What follows belongs to an exercise in optimizing a design on an open flow for small area and a short achievable clock period; a production flow would make more cautious choices.
Where RTL was checked, it was by simulation tests only, not by an equivalence proof against the original.
Power figures rest on the tool's default switching activity, not on a simulated workload.

==> run a <==
==> flow/design.v (excerpt) <==
module movavg(
    input logic clk,
    input logic reset,
    input logic [63:0] din,
    output logic [63:0] dout
);
Settings: LEC_CHECK=0, CAP_MARGIN=20, CORE_MARGIN=2, CORE_UTILIZATION=60, CTS_BUF_LIST=sky130_fd_sc_hd__clkbuf_4 sky130_fd_sc_hd__clkbuf_8, PLACE_DENSITY=0.72, SETUP_SLACK_MARGIN=2.0, SLEW_MARGIN=20; clock period 7.5 ns.
standard.sh (not shown) runs the stock make flow with config.mk's settings and CLKGATE_MAP_FILE= SYNTH_SCRIPT=/design/flow/synth_recipe.tcl, a recipe that flattens the netlist after the stock synthesis.
==> flow/flow/run.sh <==
#!/bin/bash
set -euo pipefail
export BUFFER_PORTS_ARGS="-buffer_cell sky130_fd_sc_hd__buf_2"
python3 flow/mknet.py hs4 > netlist.v 2> mknet.log
bash standard.sh VERILOG_FILES="$PWD/netlist.v" ADDER_MAP_FILE= finish > standard_make.log 2>&1
Other scripts of this flow, unchanged in this note and not shown: flow/flow/mknet.py
==> inputs of run b, as changes to run a <==
--- a/flow/config.mk
+++ b/flow/config.mk
@@ -12,3 +12,3 @@
 export PLACE_DENSITY = 0.72
-export SETUP_SLACK_MARGIN = 2.0
+export SETUP_SLACK_MARGIN = 1.8
 export SLEW_MARGIN = 20
==> inputs of run c, as changes to run a <==
--- a/flow/config.mk
+++ b/flow/config.mk
@@ -9,5 +9,5 @@
 export CORE_MARGIN = 2
-export CORE_UTILIZATION = 60
+export CORE_UTILIZATION = 55
 export CTS_BUF_LIST = sky130_fd_sc_hd__clkbuf_4 sky130_fd_sc_hd__clkbuf_8
-export PLACE_DENSITY = 0.72
+export PLACE_DENSITY = 0.68
 export SETUP_SLACK_MARGIN = 2.0
==> impl_metrics.json <==
{
  "outcome": "timing/DRC/antenna clean",
  "final_cell_mix": "nor2b_1 (192), dfxtp_1 (192), buf_2 (128)",
  "grt_pass1_wl_mm": 30.49,
  "design_area_sq_um": 12290,
  "num_rows": 50,
  "met1Wirelength_mm": 8.801,
  "gr-usage-all-layers_pct": 18.48,
  "hold_start": "t2[0]",
  "core_area_sq_um": 18770,
  "p_leak_uw": 0.005467,
  "clock_buffers": 18
}
That was run c.
==> impl_metrics.json <==
{
  "outcome": "timing/DRC/antenna clean",
  "p_leak_uw": 0.005338,
  "io-pin-count": 130,
  "final_cell_mix": "nor2b_1 (192), dfxtp_1 (192), buf_2 (128)",
  "met1Wirelength_mm": 8.679,
  "grt_pass1_wl_mm": 31.03,
  "hold_start": "t2[25]",
  "core_area_sq_um": 17240,
  "design_area_sq_um": 12000
}
That was run b.
==> impl_metrics.json <==
{
  "outcome": "timing/DRC/antenna clean",
  "clock_buffers": 19,
  "seqPwrFrac_pct": 37.3,
  "grt_pass1_wl_mm": 31.11,
  "vias_per_cell": 4.974,
  "num_rows": 48,
  "p_int_uw": 1888,
  "p_leak_uw": 0.005392,
  "gr-usage-all-layers_pct": 20.64,
  "hold_start": "t2[25]",
  "hold_end": "t3[25]",
  "cts_made_buffers": 17,
  "design_area_sq_um": 12150,
  "final_cell_mix": "nor2b_1 (192), dfxtp_1 (192), buf_2 (128)"
}
That was run a.

---

==> inputs of job 9434 <==
Another version of the RTL of movavg (not shown whole).
## movavg
module movavg(
    input logic clk,
    input logic reset,
    input logic [63:0] din,
    output logic [63:0] dout
);
Settings: LEC_CHECK=0, CAP_MARGIN=20, CORE_MARGIN=2, CORE_UTILIZATION=65, CTS_BUF_LIST=sky130_fd_sc_hd__clkbuf_4 sky130_fd_sc_hd__clkbuf_8, PLACE_DENSITY=0.75, SLEW_MARGIN=20; clock period 7.5 ns.
==> flow/flow/run.sh <==
#!/bin/bash
set -euo pipefail
export BUFFER_PORTS_ARGS="-buffer_cell sky130_fd_sc_hd__buf_2"
bash standard.sh > standard_make.log 2>&1
==> job 4749: changes against job 9434 <==
--- a/flow/design.v
+++ b/flow/design.v
@@ -466,18 +466,19 @@
    logic ao_w458;
    logic ao_w459;
    logic ao_w460;
    logic ao_w461;
    logic ao_w462;
    logic ao_w463;
    assign s1 = t1 ^ t2 ^ t3;
    assign c1 = {(t1[62:0] & t2[62:0]) | (t3[62:0] & (t1[62:0] | t2[62:0])), 1'b0};
-   assign s2 = din ^ s1 ^ c1;
-   assign c2 = {(s1[62:0] & c1[62:0]) | (din[62:0] & (s1[62:0] | c1[62:0])), 1'b0};
+   assign x1 = s1 ^ c1;
+   assign s2 = din ^ x1;
+   assign c2 = {x1[62:0] & din[62:0] | ~x1[62:0] & s1[62:0], 1'b0};
    assign ao_w1 = s2[0] & c2[0];
    assign ao_w2 = s2[1] & c2[1];
    assign ao_w3 = s2[2] & c2[2];
    assign ao_w4 = s2[3] & c2[3];
    assign ao_w5 = s2[4] & c2[4];
    assign ao_w6 = s2[5] & c2[5];
    assign ao_w7 = s2[6] & c2[6];
    assign ao_w8 = s2[7] & c2[7];
--- a/flow/config.mk
+++ b/flow/config.mk
@@ -5,9 +5,10 @@
 export SDC_FILE = /design/flow/constraint.sdc
 export NUM_CORES = 4
 export LEC_CHECK = 0
 export CAP_MARGIN = 20
 export CORE_MARGIN = 2
 export CORE_UTILIZATION = 65
 export CTS_BUF_LIST = sky130_fd_sc_hd__clkbuf_4 sky130_fd_sc_hd__clkbuf_8
 export PLACE_DENSITY = 0.75
+export SETUP_SLACK_MARGIN = 1.5
 export SLEW_MARGIN = 20
==> run_results.csv <==
group,metric,value,unit
run_status,status,"complete, no violations",
synth,synth_xor_area_frac,0.04053,
pwr,p_sw,0.9811,mW
synth,synth_cell_types,52,
finish,multi_input_cells,652,
finish,area_growth_syn_to_layout,7.039,%
synth,ys_seq_area_frac,0.3488,
routing,met1_length,8429,um
synth,synth_most_common_cell,"dfxtp_1",
finish,clock_area_frac,0.03235,
synth,synth_top_area_frac,0.3488,
Source of the figures above: job 9434

==> run_results.csv <==
group,metric,value,unit
run_status,status,"complete, no violations",
finish,area_growth_syn_to_layout,10.89,%
finish,multi_input_cells,753,
finish,clock_area_frac,0.03427,
synth,ys_seq_area_frac,0.3423,
synth,synth_cell_types,47,
pwr,p_sw,0.9887,mW
Source of the figures above: job 4749

The RTL of job 9434 was laid out without a check of its function.

separate check: timing with driven ports:
Ports are ideal in the flow. The routed layouts listed here were re-timed in OpenROAD.
Step 1 (the two cells are an assumption about what drives the block):
set clk [get_ports {clk}]
set_driving_cell -lib_cell sky130_fd_sc_hd__clkbuf_16 $clk
set_driving_cell -lib_cell sky130_fd_sc_hd__buf_2 [delete_from_list [all_inputs] $clk]
Step 2 times the ports against the registers' clock, not the clock port: input delays grow and output delays shrink by t, the midpoint of the rising clock arrivals with the driver on.
Three values: ideal, step 1, step 2; two values: the first two.
run | t (ns) | slack for setup (ns) | worst hold slack (ns) | worst register clock-pin slew, ns
run a | 0.482 | 2.211 / 2.171 / 2.188 | 0.482 / 0.482 / 0.482 | 0.10 / 0.10
run b | 0.482 | 2.086 / 2.064 / 2.064 | 0.483 / 0.483 / 0.483 | 0.10 / 0.10
run c | 0.496 | 2.243 / 2.204 / 2.219 | 0.476 / 0.476 / 0.476 | 0.11 / 0.11
job 9434 | 0.492 | 0.470 / 0.447 / 0.447 | 0.480 / 0.480 / 0.480 | 0.11 / 0.11
job 4749 | 0.483 | 1.571 / 1.552 / 1.552 | 0.473 / 0.473 / 0.473 | 0.10 / 0.10
After both steps setup and hold are still met in every run listed. For run c, which loses most, drivers alone change the setup slack by -0.039 ns; drivers and shift together by -0.024 ns.
